Context: an optimization exercise on an open-source flow, tuned for small area and a short achievable clock period. The choices shown serve that exercise and are no tape-out recipe.

==> inputs of 09-10 <==
// proc
module proc (
    input         clk,
    input         reset,
    input         intrq,
    input         ioskp,
    input  [11:0] mq,
    input         mql,
    output        dfrm_n,
    output        jump_n,
    output        intak_n,
    output        ioinst,
    output        mdl_n,
    output [11:0] md_n,
    output        mread_n,
    output        mwrite_n);
==> flow/config.mk <==
export PLATFORM = sky130hd
export DESIGN_NAME = proc
export DESIGN_NICKNAME = proc
export VERILOG_FILES = /design/flow/design.v
export SDC_FILE = /design/flow/constraint.sdc
export NUM_CORES = 4
export LEC_CHECK = 0
export ABC_AREA = 1
export CAP_MARGIN = 20
export CORE_MARGIN = 2
export CORE_UTILIZATION = 40
export SETUP_SLACK_MARGIN = 3.0
export SLEW_MARGIN = 20
==> flow/constraint.sdc <==
create_clock -name core_clock -period 6.5 [get_ports {clk}]
set_input_delay 1.3000 -clock core_clock [delete_from_list [all_inputs] [get_ports {clk}]]
set_output_delay 1.3000 -clock core_clock [all_outputs]
set_load 0.01 [all_outputs]
run.sh (not shown) runs the stock make flow with config.mk's settings and CLKGATE_MAP_FILE= SYNTH_SCRIPT=/design/flow/synth_recipe.tcl, a recipe that flattens the netlist after the stock synthesis.
==> 12-21 (differences from 09-10) <==
==> flow/flow/run.sh (new file) <==
#!/bin/bash
# Standard synthesis, then the combinational logic re-mapped by ABC (flip-flops untouched),
# then the standard layout from the re-mapped netlist. Each tool's output goes to its own log.
set -euo pipefail
W=$(pwd)
F=$W/flow
R=$W/orfs/results/$FLOW_PLATFORM/proc/base
YOSYS=$FLOW_HOME/../tools/install/yosys/bin/yosys
[[ -x $YOSYS ]] || YOSYS=yosys
bash standard.sh synth > $W/log_synth.txt 2>&1
cp $R/1_2_yosys.v $W/standard_netlist.v
if REMAP_LIB=$FLOW_HOME/platforms/sky130hd/lib/sky130_fd_sc_hd__tt_025C_1v80.lib \
   REMAP_IN=$W/standard_netlist.v REMAP_OUT=$W/remap_netlist.v REMAP_TOP=$FLOW_TOP \
   REMAP_ABC=$F/remap.abc REMAP_STAT_IN=$W/remap_stat_in.txt REMAP_STAT_OUT=$W/remap_stat_out.txt \
   $YOSYS -c $F/remap.tcl > $W/log_remap.txt 2>&1 &&
   python3 $F/flops.py $W/standard_netlist.v | sort > $W/flops_standard.txt &&
   python3 $F/flops.py $W/remap_netlist.v | sort > $W/flops_remap.txt &&
   cmp -s $W/flops_standard.txt $W/flops_remap.txt; then
  echo "using the re-mapped netlist" > $W/remap_choice.txt
  cp $W/remap_netlist.v $R/1_2_yosys.v
  rm -f $R/1_synth.odb $R/1_synth.sdc
else
  echo "re-map failed or changed the flip-flops: using the standard netlist" > $W/remap_choice.txt
fi
bash standard.sh > $W/log_layout.txt 2>&1
==> flow/flow/flops.py (new file) <==
# Prints "celltype instance" for every flip-flop instance in a flat gate-level netlist.
import re, sys
text = open(sys.argv[1]).read()
for m in re.finditer(r'^\s*(sky130_fd_sc_hd__(?:s?e?df\w+|dl\w+))\s+(\S+)\s*\(', text, re.M):
    print(re.sub(r'_\d+$', '', m.group(1)), m.group(2))
==> flow/flow/remap.abc (new file) <==
strash
&get -n
&fraig -x
&put
scorr
dc2
strash
&get -n
&deepsyn -T 20
&dch -f
&nf
&put
==> flow/flow/remap.tcl (new file) <==
# Re-map the combinational logic of the standard synthesis netlist with ABC; the flip-flops
# (and tie cells) are kept as they are, with their names and cell types.
yosys -import
set lib $::env(REMAP_LIB)
read_liberty -ignore_miss_func $lib
setattr -mod -set keep_hierarchy 1 sky130_fd_sc_hd__df* sky130_fd_sc_hd__edf* sky130_fd_sc_hd__sdf* sky130_fd_sc_hd__sedf* sky130_fd_sc_hd__dl* sky130_fd_sc_hd__conb*
read_verilog $::env(REMAP_IN)
hierarchy -top $::env(REMAP_TOP)
flatten
set top $::env(REMAP_TOP)
opt -purge $top
tee -o $::env(REMAP_STAT_IN) stat -liberty $lib $top
abc -liberty $lib -dont_use *probe* -dont_use *lpflow* -script $::env(REMAP_ABC) $top
opt_clean -purge $top
setundef -zero $top
hilomap -singleton -hicell sky130_fd_sc_hd__conb_1 HI -locell sky130_fd_sc_hd__conb_1 LO $top
splitnets $top
opt_clean -purge $top
insbuf -buf sky130_fd_sc_hd__buf_4 A X $top
check $top
tee -o $::env(REMAP_STAT_OUT) stat -liberty $lib $top
select -module $::env(REMAP_TOP)
write_verilog -noattr -nohex -nodec -selected $::env(REMAP_OUT)
==> flow/standard.sh (new file) <==
#!/bin/bash
# synth_recipe.tcl (not shown) runs the flow's synth.tcl, then flattens the netlist and writes it again
# the make line also repeats each setting of config.mk as NAME=value (left out here)
make -C /OpenROAD-flow-scripts/flow DESIGN_CONFIG=/design/flow/config.mk WORK_HOME=/design/flow/orfs CLKGATE_MAP_FILE= SYNTH_SCRIPT=/design/flow/synth_recipe.tcl "${@:-finish}"
- ABC_AREA: 1 -> not set
removed: flow/run.sh
==> 02-13 (differences from 09-10) <==
==> flow/design.v (replaced) <==
module proc (
    input         clk,
    input         reset,
    input         intrq,
    input         ioskp,
    input  [11:0] mq,
    input         mql,
    output        dfrm_n,
    output        jump_n,
    output        intak_n,
    output        ioinst,
    output        mdl_n,
    output [11:0] md_n,
    output        mread_n,
    output        mwrite_n);
    genvar i;
    reg s_f1, s_f2, s_d1, s_d2, s_d3, s_e1, s_e2, s_e3, s_i1;
    reg [11:9] ir;
    reg        ir8;
    reg [11:0] ac, ma, pc;
    reg        lnk;
    wire acz     = ~| ac;
    wire ir0     = ir == 3'o0;
    wire ir1     = ir == 3'o1;
    wire ir2     = ir == 3'o2;
    wire ir3     = ir == 3'o3;
    wire ir4     = ir == 3'o4;
    wire ir5     = ir == 3'o5;
    wire ir6     = ir == 3'o6;
    wire ir7     = ir == 3'o7;
    wire opriot  = ma[8] & (| ma[2:0]);              
    wire iotd    = ir6 | ir7 & opriot;
    wire grpa    = s_e1 & ir7 & ~ ma[8];
    wire grpb    = s_e1 & ir7 & ma[8] & ~ (| ma[2:0]);
    wire arith1  = s_e1 & ~ ir[11] & ~ ir[10];
    wire isz1    = s_e1 & ir2;
    wire dca1    = s_e1 & ir3;
    wire jms1    = s_e1 & ir4;
    wire jmp1    = s_e1 & ir5;
    wire iot1    = s_e1 & iotd;
    wire and2    = s_e2 & (ir0 | ir1 & acz);
    wire tad2    = s_e2 & ir1 & ~ acz;
    wire isz2    = s_e2 & ir2;
    wire dca2    = s_e2 & ir3;
    wire iot2    = s_e2 & iotd;
    wire tad3    = s_e3 & ir[9];      
    wire isz3    = s_e3 & ir[10];
    wire jms3    = s_e3 & ir[11];
    wire autoidx = ma[11:3] == 9'o001;
    wire meminst = ~ (mq[11] & mq[10]);
    wire skip    = ((lnk & ma[4]) | (acz & ma[5]) | (ac[11] & ma[6])) ^ ma[3];
    wire [11:0] pcc, mac;
    generate for (i = 0; i < 12; i = i + 1) begin : g_inc
        if (i == 0) begin : g0
            assign pcc[i] = 1'b1;
            assign mac[i] = 1'b1;
        end else begin : gn
            assign pcc[i] = & pc[i-1:0];
            assign mac[i] = & ma[i-1:0];
        end
    end endgenerate
    wire [11:0] pcinc = pc ^ pcc;
    wire [11:0] mainc = ma ^ mac;
    wire incsk = grpb & skip;
    wire selp  = s_f1 | s_e2 & ir[11] | grpb;                  
    wire selmi = s_d3 | s_e3;                                  
    wire selm  = s_d1 | s_e1 & ~ (ir[11] & ir[10]);            
    wire sela  = s_e1 & ir[11] & ir[10] & ~ grpb | s_e2 & ~ ir[11];    
    wire [11:0] mdo = {12{selp}} & (incsk ? pcinc : pc) |
                      {12{selm}} & ma | {12{selmi}} & mainc |
                      {12{sela}} & ac;
    wire brk = jmp1 | jms3 | grpb;
    assign md_n     = ~ mdo;
    assign mdl_n    = ~ lnk;
    assign mread_n  = ~ (s_f1 | s_d1 | arith1 | isz1 | brk & ~ intrq);
    assign mwrite_n = ~ (s_d1 & autoidx | jms1 | dca1 | isz1 | s_i1);
    assign dfrm_n   = ~ (s_e1 & ~ ir[11] & ir8);
    assign jump_n   = ~ (s_e1 & ir[11] & ~ ir[10]);
    assign intak_n  = ~ s_i1;
    assign ioinst   = iot1;
    wire [11:0] tg = ma & ac;
    wire [11:0] tp = ma ^ ac;
    wire [2:0]  bg, bp;
    generate for (i = 0; i < 3; i = i + 1) begin : g_blk
        assign bg[i] = tg[4*i+3] | tp[4*i+3] & tg[4*i+2] | tp[4*i+3] & tp[4*i+2] & tg[4*i+1] |
                       tp[4*i+3] & tp[4*i+2] & tp[4*i+1] & tg[4*i];
        assign bp[i] = & tp[4*i+3:4*i];
    end endgenerate
    wire [3:0]  bc;                          
    assign bc[0] = 1'b0;
    assign bc[1] = bg[0];
    assign bc[2] = bg[1] | bp[1] & bg[0];
    assign bc[3] = bg[2] | bp[2] & bg[1] | bp[2] & bp[1] & bg[0];
    wire [11:0] tc;
    generate for (i = 0; i < 3; i = i + 1) begin : g_in
        assign tc[4*i]   = bc[i];
        assign tc[4*i+1] = tg[4*i] | tp[4*i] & bc[i];
        assign tc[4*i+2] = tg[4*i+1] | tp[4*i+1] & tg[4*i] | tp[4*i+1] & tp[4*i] & bc[i];
        assign tc[4*i+3] = tg[4*i+2] | tp[4*i+2] & tg[4*i+1] | tp[4*i+2] & tp[4*i+1] & tg[4*i] |
                           tp[4*i+2] & tp[4*i+1] & tp[4*i] & bc[i];
    end endgenerate
    wire [11:0] tsum = tp ^ tc;
    wire        tlnk = lnk ^ bc[3];
    wire [11:0] gy = (ac & {12{~ ma[7]}}) ^ {12{ma[5]}};
    wire [12:0] gc;
    generate for (i = 0; i < 13; i = i + 1) begin : g_g1
        if (i == 0) begin : g0
            assign gc[i] = ma[0];
        end else begin : gn
            assign gc[i] = ma[0] & (& gy[i-1:0]);
        end
    end endgenerate
    wire [11:0] gsum = gy ^ gc[11:0];
    wire        newl = ((lnk & ~ ma[6]) ^ ma[4]) ^ gc[12];
    wire [12:0] ls   = {newl, gsum};
    wire r_nop  = ma[3:1] == 3'b000;
    wire r_bsw  = ma[3:1] == 3'b001;
    wire r_ral  = ma[3:1] == 3'b010;
    wire r_rtl  = ma[3:1] == 3'b011;
    wire r_rar  = ma[3:1] == 3'b100;
    wire r_rtr  = ma[3:1] == 3'b101;
    wire r_one  = ma[3] & ma[2];
    wire [12:0] rot = {13{r_nop}} & ls |
                      {13{r_bsw}} & {newl, gsum[5:0], gsum[11:6]} |
                      {13{r_ral}} & {ls[11:0], ls[12]} |
                      {13{r_rtl}} & {ls[10:0], ls[12:11]} |
                      {13{r_rar}} & {ls[0], ls[12:1]} |
                      {13{r_rtr}} & {ls[1:0], ls[12:2]} |
                      {13{r_one}};
    wire endinst = and2 | tad3 | dca2 | isz3 | iot2 | grpa;
    always @(posedge clk or posedge reset) begin
        if (reset) begin
            {s_f1, s_f2, s_d1, s_d2, s_d3, s_e1, s_e2, s_e3, s_i1} <= 9'b100000000;
        end else begin
            s_f1 <= endinst & ~ intrq;
            s_i1 <= (endinst | brk) & intrq;
            s_f2 <= s_f1 | brk & ~ intrq;
            s_d1 <= s_f2 & meminst & mq[8];
            s_d2 <= s_d1;
            s_d3 <= s_d2 & autoidx;
            s_e1 <= s_f2 & ~ (meminst & mq[8]) | s_d2 & ~ autoidx | s_d3;
            s_e2 <= s_e1 & (~ ir[11] | ir4 | iotd) | s_i1;
            s_e3 <= s_e2 & (ir1 & ~ acz | ir2 | ir4);
        end
    end
    wire pcinc_en = s_f2 | isz3 & mac[11] & ma[11] | iot2 & ioskp | incsk;
    always @(posedge clk or posedge reset) begin
        if (reset)         pc <= 12'o0000;
        else if (jmp1)     pc <= ma;
        else if (jms3)     pc <= mainc;
        else if (pcinc_en) pc <= pcinc;
    end
    always @(posedge clk) begin
        if (s_i1)      ir <= 3'o4;
        else if (s_f2) ir <= mq[11:9];
        if (s_f2)      ir8 <= mq[8];
    end
    always @(posedge clk) begin
        if (s_f2)                     ma <= {meminst ? (pc[11:7] & {5{mq[7]}}) : mq[11:7], mq[6:0]};
        else if (s_d2 | tad2 | isz2)  ma <= mq;
        else if (s_d3)                ma <= mainc;
        else if (s_i1)                ma <= 12'o0000;
    end
    wire acmq = s_e2 & (ir[11] | ~ ir[10]);       
    always @(posedge clk) begin
        if (and2 | iot2 | dca2 | grpb & ma[7] | tad3 | grpa)
            ac <= {12{acmq}} & mq & (ac | {12{ir[9] | ir[11]}}) |
                  {12{tad3}} & tsum |
                  {12{s_e1 & ~ ma[8]}} & rot[11:0];
        if (iot2)       lnk <= mql;
        else if (tad3)  lnk <= tlnk;
        else if (grpa)  lnk <= rot[12];
    end
endmodule
- ABC_AREA: 1 -> not set
- SETUP_SLACK_MARGIN: 3.0 -> 2.0
==> 12-20 (differences from 09-10) <==
- SETUP_SLACK_MARGIN: 3.0 -> not set
==> summary of the runs <==
Of 12-20 and 02-13, 02-13 has the higher cell count (gap about 6%, measured against 02-13). Non-clock buffer count, highest first: 12-21, 09-10, 02-13, 12-20. In clock-buffer cell count, 02-13 and 09-10 do not differ. In sequential cell count, 12-21 and 09-10 do not differ. Global-route usage: 12-21 > 02-13 > 09-10 > 12-20. The highest sequential share of layout area belongs to 12-20, the lowest to 02-13. Area after synthesis: 12-20 is higher than 12-21 (about 15%).
==> figures <==
| quantity | 09-10 | 12-20 | 12-21 | 02-13 |
|---|---|---|---|---|
| Result of the run | timing/DRC/antenna clean | timing/DRC/antenna clean | timing/DRC/antenna clean | timing/DRC/antenna clean |
| Filler cell count | 1101 | 1198 | 814 | 1294 |
| CLK BUF | 6 | 7 | 6 | 6 |
| Total Nets Final | 785 | 733 | 667 | 762 |
| Part of the cycle the worst path needs | 0.831 | 0.948 | 0.783 | 0.676 |
| Tap cells | 143 | 143 | 133 | 176 |
| Share of synthesized area spent on multiplexers | 0 | 0 | - | 0.0302 |
| Count of distinct cell types in the synthesized netlist | 49 | 49 | - | 85 |
| Buffer count excluding the clock tree in the final layout | 94 | 42 | 140 | 75 |
| Largest fanout of any net on the critical path | 4 | 5 | 4 | 9 |
| Class of the most critical setup path | flip-flop to flip-flop | flip-flop to flip-flop | flip-flop to flip-flop | flip-flop to output port |
| Top-count cell post-synth | sky130_fd_sc_hd__nand2_1 | sky130_fd_sc_hd__nand2_1 | - | sky130_fd_sc_hd__nand2_1 |
| Final clock-cell share | 0.0253 | 0.0267 | 0.0160 | 0.0264 |
Function was not checked in any run of this note: the RTL went through the layout flow alone.

## re-timing with driven ports
How much do the figures lean on ideal ports? The routed layouts below were timed once more, with nothing changed but the port constraints.
Step 1, drivers: a clkbuf_16 drives clk and a buf_2 each remaining input, both assumed.
Step 2 adds t to the input delays and takes it off the output delays; t is the mean of the earliest and latest rising clock arrival at the registers after step 1. Input paths then give back, and output paths get back, about the clock's delay inside the block.
Three values: ideal, step 1, step 2; two values: the first two.
run	t, ns	setup WS [ns]	hold slack, ns	worst data-port slew with drivers (ns)
09-10	0.334	1.098 / 1.098 / 1.098	0.483 / 0.483 / 0.483	0.03
12-21	0.350	1.412 / 1.412 / 1.412	0.533 / 0.533 / 0.533	0.03
02-13	0.345	2.107 / 2.065 / 2.179	0.469 / 0.469 / 0.469	0.03
12-20	0.341	0.339 / 0.339 / 0.339	0.479 / 0.479 / 0.479	0.04
After both steps every run listed still meets setup and hold.
